Context: an optimization exercise on an open-source flow, tuned for small area. The choices shown serve that exercise and are no tape-out recipe. The RTL was checked by simulation tests, not by an equivalence proof against the original design. The clock input has no modelled driver; a real chip could not lean on it and would need a root buffer or a full tree. Power is estimated from default activity; no workload was simulated.

v31:
==> flow/design.v (excerpt) <==
module ChangingLED (
    input clk_24M,
    input rst,           
    output wire led_r,
    output wire led_g,
    output wire led_b,
    input wire btn_a_i,
    input wire btn_b_i
);
Size: about 43 flip-flops, roughly 0.0021 mm² of cells after synthesis.
Settings: LEC_CHECK=0, CAP_MARGIN=20, CORE_MARGIN=2, CORE_UTILIZATION=40, SLEW_MARGIN=20; clock period 20.0 ns.
standard.sh (not shown) runs the stock make flow with config.mk's settings and CLKGATE_MAP_FILE= SYNTH_SCRIPT=/design/flow/synth_recipe.tcl, a recipe that flattens the netlist after the stock synthesis.
==> flow/flow/run.sh <==
#!/bin/bash
# Own layout flow: the standard flow (standard.sh) with these changes to
# how the layout is made:
#  - synthesis maps the logic with an area-oriented ABC script
#    (flow/abc_area.script, in place of ORFS's abc_speed.script) and without
#    ORFS's separate half/full-adder cell step (ADDER_MAP_FILE empty);
#    registers, their names and cell types are those of the standard synthesis;
#  - the port buffers are buf_1 cells;
#  - in place of clock tree synthesis, two clock buffers (flow/clock_buffer.tcl)
#    drive the flip-flop clock pins;
#  - timing repair after global routing may downsize cells (RECOVER_POWER).
# Each tool's output goes to ORFS's per-step logs under orfs/logs/, and make's
# output to flow_make.log here.
set -euo pipefail
W=$(pwd)
rm -rf "$W/scripts_area"
cp -r "$FLOW_HOME/scripts" "$W/scripts_area"
cp "$W/flow/abc_area.script" "$W/scripts_area/abc_speed.script"
sed -i "s|^log_cmd clock_tree_synthesis .*|source $W/flow/clock_buffer.tcl|" "$W/scripts_area/cts.tcl"
grep -q clock_buffer.tcl "$W/scripts_area/cts.tcl"
export SCRIPTS_DIR="$W/scripts_area"
export ADDER_MAP_FILE=
export BUFFER_PORTS_ARGS="-buffer_cell sky130_fd_sc_hd__buf_1"
export CTS_ARGS="-sink_clustering_enable -repair_clock_nets -dont_use_dummy_load"
export RECOVER_POWER=100
EXTRA="RECOVER_POWER=100"
bash standard.sh SCRIPTS_DIR="$SCRIPTS_DIR" ADDER_MAP_FILE= \
    BUFFER_PORTS_ARGS="$BUFFER_PORTS_ARGS" CTS_ARGS="$CTS_ARGS" $EXTRA finish \
    > "$W/flow_make.log" 2>&1
==> flow/flow/abc_area.script <==
strash
ifraig
dc2
dch -f
amap
topo
==> flow/flow/clock_buffer.tcl <==
# Clock distribution in place of TritonCTS: the flip-flops are split into
# two halves by x position; in each half one clock buffer, placed at the
# centre of its flip-flops, drives their clock pins. Both buffers are the
# same cell and are driven straight from the clock port.
proc my_clock_buffers { } {
  set block [ord::get_db_block]
  set db [ord::get_db]
  set clk_net [$block findNet clk_24M]
  set master [$db findMaster sky130_fd_sc_hd__clkbuf_16]
  set sinks {}
  foreach it [$clk_net getITerms] {
    set box [[$it getInst] getBBox]
    lappend sinks [list [expr { ([$box xMin] + [$box xMax]) / 2 }] [expr { ([$box yMin] + [$box yMax]) / 2 }] $it]
  }
  set sinks [lsort -integer -index 0 $sinks]
  set n [llength $sinks]
  set half [expr { $n / 2 }]
  set groups [list [lrange $sinks 0 [expr { $half - 1 }]] [lrange $sinks $half end]]
  set k 0
  foreach group $groups {
    set buf [odb::dbInst_create $block $master clkbuf_0_clk_$k]
    set net [odb::dbNet_create $block clknet_0_clk_$k]
    $net setSigType CLOCK
    set sx 0
    set sy 0
    foreach s $group {
      lassign $s x y it
      set sx [expr { $sx + $x }]
      set sy [expr { $sy + $y }]
      $it disconnect
      $it connect $net
    }
    [$buf findITerm A] connect $clk_net
    [$buf findITerm X] connect $net
    set m [llength $group]
    $buf setLocation [expr { $sx / $m }] [expr { $sy / $m }]
    $buf setPlacementStatus PLACED
    puts "clock buffer $k drives $m clock pins"
    incr k
  }
  set_propagated_clock [all_clocks]
}
my_clock_buffers
### v31 -> v1
--- a/flow/flow/run.sh
+++ b/flow/flow/run.sh
@@ -9,3 +9 @@
-#  - in place of clock tree synthesis, two clock buffers (flow/clock_buffer.tcl)
-#    drive the flip-flop clock pins;
-#  - timing repair after global routing may downsize cells (RECOVER_POWER).
+#  - clock tree synthesis adds no dummy loads.
@@ -19,2 +16,0 @@
-sed -i "s|^log_cmd clock_tree_synthesis .*|source $W/flow/clock_buffer.tcl|" "$W/scripts_area/cts.tcl"
-grep -q clock_buffer.tcl "$W/scripts_area/cts.tcl"
@@ -24 +20 @@
-export CTS_ARGS="-sink_clustering_enable -repair_clock_nets -dont_use_dummy_load"
+export CTS_ARGS="-repair_clock_nets -dont_use_dummy_load -buf_list sky130_fd_sc_hd__clkbuf_16"
removed: flow/flow/clock_buffer.tcl
--- outcome ---
For v1, the start point of the critical path was A[3]$_SDFF_PP0_, unlike v31, where it was rst. Taking v31 as the reference, in v1 sequential power barely changed; final net count climbed 3; final setup slack of the worst path dropped 99 ps. When v1 is set beside v31, its final worst hold slack turns out to be 6.8 ps smaller. Worst setup path endpoint = A[6]$_SDFF_PP0_: v31; worst setup path endpoint = led_g: v1. In v1, final design instance area without fill is higher than in v31. Going from v31 to v1, net switching power now sits higher; wire length now sits higher; fmax now sits lower. Every run in the comparison, v31 and v1, completed the flow with a clean layout. Relative to v31, the wire length of the first global-routing pass measured on v1 has increased slightly. Delta(post-layout minimum cycle time, v1 - v31) > 0.
Input changes introduced in v48 (baseline for comparison: v1):
--- a/flow/flow/run.sh
+++ b/flow/flow/run.sh
@@ -20 +20 @@
-export CTS_ARGS="-repair_clock_nets -dont_use_dummy_load -buf_list sky130_fd_sc_hd__clkbuf_16"
+export CTS_ARGS="-sink_clustering_enable -repair_clock_nets -dont_use_dummy_load -sink_clustering_size 50 -sink_clustering_max_diameter 300"
Notes after the runs:
- Between v48 and v1, the fraction of registers with async set/reset figures differ only marginally.
- Compare v1 and v48 | highest clock rate lower: v48
- v48: post-route total power 13% below v1
Relative to v48, the following input files were edited for v33:
==> flow/run.sh (new file) <==
#!/bin/bash
# synth_recipe.tcl (not shown) runs the flow's synth.tcl, then flattens the netlist and writes it again
# the make line also repeats each setting of config.mk as NAME=value (left out here)
make -C /OpenROAD-flow-scripts/flow DESIGN_CONFIG=/design/flow/config.mk WORK_HOME=/design/flow/orfs CLKGATE_MAP_FILE= SYNTH_SCRIPT=/design/flow/synth_recipe.tcl finish
removed: flow/flow/run.sh
removed: flow/flow/abc_area.script
removed: flow/standard.sh
- The utilization of v33 falls short of that of v48 by 1.4 points.
- v33 vs v48, most common cell after layout, fill and taps aside: sky130_fd_sc_hd__dfxtp_1 vs sky130_fd_sc_hd__nor2_1
- [v33] multiplexer area fraction after synthesis rose 5.6 points relative to v48
- Comparing total length of routed wires for v33 and v48, the bigger number came from v33.
- v33 vs v48 — final design instance area without fill climbed by more than 10%
- v48 → v33: placeable core area saw an increase, fmax -2.2%, total routing usage reported by global routing went down, critical path depth decreased by 3 relative to the old numbers, power increased about 16%.
- v48 reports its largest family of logic cells by synthesized area as compound AO/OA/AOI/OAI gates while v33 reports simple AND/OR/NAND/NOR gates.
- v48 has a higher setup slack than v33.
The clock cells of v31 come from the design's own scripts or RTL, not from TritonCTS.

-- separate check: timing with driven ports --
How much do the figures lean on ideal ports? The routed layouts below were timed once more, with nothing changed but the port constraints. Step 1, drivers: a clkbuf_16 drives clk_24M and a buf_2 each remaining input, both assumed. Step 2 also shifts input and output timing later by t, the mid clock arrival at the registers, as if the neighbouring blocks saw the same clock. Three values: no drivers, after step 1, after step 2; two values: the first two.
run	t, ns	slack for setup (ns)	clock arrival spread, ns
v31	0.194	13.896 / 13.875 / 13.725	0.010 / 0.010
v1	0.302	13.797 / 13.767 / 13.725	0.007 / 0.006
v48	0.309	13.775 / 13.747 / 13.726	0.009 / 0.009
v33	0.322	13.635 / 13.608 / 13.929	0.007 / 0.007
After both steps every run listed still meets setup and hold. The setup slack of v31, which loses most, moves by -0.021 ns with the drivers and by -0.171 ns with both steps.
